Background: an optimization exercise with open tools, aiming at small area. Do not read the settings as production practice. Only simulation tests tie the RTL to the original design; equivalence was not proved. Power and IR drop assume default switching activity.

Setup of the baseline:
==> flow/design.v (excerpt) <==
module snake_game(clk,
						rst,
						btn_right,
						btn_left,
						btn_up,
						btn_down,
						h_sync,
						v_sync,
						vgaRed,
						vgaGreen,
						vgaBlue);
Size in the first run: ~450 flip-flops.
Settings: LEC_CHECK=0, CAP_MARGIN=20, CORE_MARGIN=2, CORE_UTILIZATION=60, CTS_CLUSTER_DIAMETER=100, CTS_CLUSTER_SIZE=25, SLEW_MARGIN=20, SYNTH_HIERARCHICAL=1, SYNTH_MINIMUM_KEEP_SIZE=0; clock period 8.0 ns.
run.sh (not shown) runs the stock make flow with config.mk's settings and CLKGATE_MAP_FILE= SYNTH_SCRIPT=/design/flow/synth_recipe.tcl, a recipe that flattens the netlist after the stock synthesis.
Changes in the candidate relative to the baseline:
diff --git a/flow/design.v b/flow/design.v
--- a/flow/design.v
+++ b/flow/design.v
@@ -261,31 +261,31 @@
 	end
 	reg [1:0] ring [0:99];
 	reg [6:0] c100;
 	reg       pending, fill, dirty;
 	reg [1:0] ins_dir;
 	wire       c99     = (c100 == 7'd99);
 	wire       ins_now = c99 && (pending || post_ticket);
-	wire       start   = ins_now || (c100 == 7'd0);
+	wire       start   = ins_now || (c100 == 7'd100);
 	wire [1:0] new_dir = zf ? LD : DL;    
 	wire [1:0] cur_dir = ins_now ? (pending ? ins_dir : new_dir) : (fill ? DR : ring[0]);
 	always @(posedge clk) begin
 		for (i = 0; i < 99; i = i + 1)
 			ring[i] <= ring[i+1];
 		ring[99] <= cur_dir;
 	end
 	always @(posedge clk) begin
 		if (rst) begin
-			c100    <= 0;
+			c100    <= 7'd100;
 			pending <= 0;
 			fill    <= 1;
 			dirty   <= 0;
 		end
 		else begin
-			c100    <= ins_now ? 7'd1 : (c99 ? 7'd0 : c100 + 7'd1);
+			c100    <= (ins_now || c100 == 7'd100) ? 7'd1 : c100 + 7'd1;
 			if (c99)
 				fill <= 0;
 			pending <= post_ticket ? !ins_now : (ins_now ? 1'b0 : pending);
 			dirty   <= start ? (post_ticket && !ins_now) : (dirty | post_ticket);
 		end
 	end
 	always @(posedge clk)
@@ -307,15 +307,15 @@
 				DL: wnext[15:8] = base[15:8] + 8'd1;
 				DU: wnext[7:0]  = base[7:0]  + 8'd1;
 				DD: wnext[7:0]  = base[7:0]  - 8'd1;
 			endcase
 	end
 	always @(posedge clk)
 		wpos <= wnext;
-	wire [6:0] wk  = (c100 == 7'd0) ? 7'd100 : c100;
+	wire [6:0] wk  = c100;
 	wire       eq0 = (wpos == body0);
 	wire       eqt = (wpos == tail);
 	reg        hacc, dacc;
 	always @(posedge clk) begin
 		if (wk == 7'd1) begin
 			hacc <= 0;
 			dacc <= eqt;
@@ -334,19 +334,21 @@
 	wire       clr_all = (c == 10'd579);
 	wire       clrA    = clr_all || (c == 10'd127) || (c == 10'd383);
 	wire       clrB    = (c == 10'd255) || (c == 10'd511);
 	wire       blank   = (c >= 10'd580);
 	wire [7:0] rowB    = blank ? r_next[9:2] : r_pixel[9:2];
 	wire [2:0] tgt     = blank ? 3'd0 : {1'b0, c[8:7]} + 3'd1;
 	wire       tgt_ok  = blank || !c[9];
-	wire [6:0] limit = dirty ? E - 7'd1 : E;
-	wire       wset  = (wk <= limit) && (wpos[7:0] == rowB) && tgt_ok && (wpos[15:13] == tgt);
+	reg        okf;
+	always @(posedge clk)
+		okf <= start ? 1'b1 : ((wk == E) ? 1'b0 : okf);
+	wire       wset  = okf && !(dirty && wk == E) && (wpos[7:0] == rowB) && tgt_ok && (wpos[15:13] == tgt);
 	wire       trow  = post_ticket && (b0y == rowB);
 	wire       tadd  = trow && ((tgt_ok && b0x[7:5] == tgt) || (!blank && b0x[7:5] == c[9:7]));
-	wire       trem  = post_ticket && (len == E) && !dup_r && (tail[7:0] == rowB);
+	wire       trem  = post_ticket && !grew && !dup_r && (tail[7:0] == rowB);
 	wire [15:0] lo1, lo2;
 	wire [3:0]  hi1, hi2;
 	genvar g;
 	generate
 		for (g = 0; g < 16; g = g + 1) begin : dl
 			assign lo1[g] = (wpos[11:8] == g);
 			assign lo2[g] = (b0x[3:0] == g);
@@ -389,16 +391,24 @@
 	wire bsel;
 	rowmap_read rr(.bm(bm), .cx(cx[5:0]), .q(bsel));
 	assign prnt = bsel && !(m1v && m1x == cx) && !(m2v && m2x == cx);
 endmodule
 module rowmap_bit(clk, clr, h1, l1, h2, l2, q);
 	input clk, clr, h1, l1, h2, l2;
 	output reg q;
+	wire n1, n2;
+	rm_nand2 x1(.a(h1), .b(l1), .y(n1));
+	rm_nand2 x2(.a(h2), .b(l2), .y(n2));
 	always @(posedge clk)
-		q <= ~clr & (q | (h1 & l1) | (h2 & l2));
+		q <= ~clr & (q | ~n1 | ~n2);
+endmodule
+module rm_nand2(a, b, y);
+	input a, b;
+	output y;
+	assign y = ~(a & b);
 endmodule
 module rowmap_read(bm, cx, q);
 	input [63:0] bm;
 	input [5:0] cx;
 	output q;
 	wire [15:0] lo;
 	wire [3:0]  g;
@@ -412,15 +422,27 @@
 		end
 	endgenerate
 	assign q = g[cx[5:4]];
 endmodule
 module rm_group16(b, lo, y);
 	input [15:0] b, lo;
 	output y;
-	assign y = |(b & lo);
+	wire [5:0] t;
+	rm_aoi222 a0(.a(b[0]), .b(lo[0]), .c(b[1]), .d(lo[1]), .e(b[2]), .f(lo[2]), .y(t[0]));
+	rm_aoi222 a1(.a(b[3]), .b(lo[3]), .c(b[4]), .d(lo[4]), .e(b[5]), .f(lo[5]), .y(t[1]));
+	rm_aoi222 a2(.a(b[6]), .b(lo[6]), .c(b[7]), .d(lo[7]), .e(b[8]), .f(lo[8]), .y(t[2]));
+	rm_aoi222 a3(.a(b[9]), .b(lo[9]), .c(b[10]), .d(lo[10]), .e(b[11]), .f(lo[11]), .y(t[3]));
+	rm_aoi222 a4(.a(b[12]), .b(lo[12]), .c(b[13]), .d(lo[13]), .e(b[14]), .f(lo[14]), .y(t[4]));
+	assign t[5] = ~(b[15] & lo[15]);
+	assign y = ~&t;
+endmodule
+module rm_aoi222(a, b, c, d, e, f, y);
+	input a, b, c, d, e, f;
+	output y;
+	assign y = ~((a & b) | (c & d) | (e & f));
 endmodule
 `timescale 1ns / 1ps
 module set_color(clk,
 					  rst,
 					  video_on,
 					  food_prnt,
 					  bound_prnt,
Results
- Looking at the reports, the candidate completed the entire flow and the layout it produced met the timing, design-rule and antenna checks.
- Taking the baseline as the reference, in the candidate worst setup slack held, core region area went down about 3%, post-detailed-routing wire length went down 0.35%, non-clock inverter count in the final layout went up 63.
- Looking at global-route usage across the baseline and the candidate, the one that comes out higher is the candidate.
- Number of flip-flops and latches of the baseline is on par with the candidate.
- The candidate vs. the baseline: proportion of total power due to net switching went up by 2.3 points.
- Comparing the baseline and the candidate, the higher number of standard cells in the layout, taps in and fillers out is on the candidate.
- Fraction of area in non-clock buffers delta (the baseline -> the candidate): insignificant
- The candidate — part of the power in the clock network 1.3 points lower, the baseline as reference
- Looking at clock-buffer cell count, the candidate sits 2 higher than the baseline does.
- Compared with the baseline, the candidate is hungrier on power.
- On final period utilization, the baseline and the candidate are neck and neck.
- [the candidate vs the baseline] maximum VDD drop: higher in the candidate

## separate check: timing with driven ports
No port has a modelled driver above. Below, the same layouts with a new extraction and two added sets of constraints. Step 1 assumes that a clkbuf_16 drives the clock port and a buf_2 every other input. Step 2 adds t to the input delays and takes it off the output delays; t is the mean of the earliest and latest rising clock arrival at the registers after step 1. Input paths then give back, and output paths get back, about the clock's delay inside the block. Three values: ideal ports, drivers, drivers and shift; two values: the first two.
run	shift t [ns]	slack for setup (ns)	worst setup path at the end	worst register clock-pin slew, ns	worst slew at a driven data input, ns
the baseline	0.605	3.640 / 3.640 / 3.640	register to register	0.10 / 0.10	0.03
the candidate	0.605	3.639 / 3.589 / 3.858	register to register	0.11 / 0.11	0.03
After both steps every run listed still meets setup and hold.
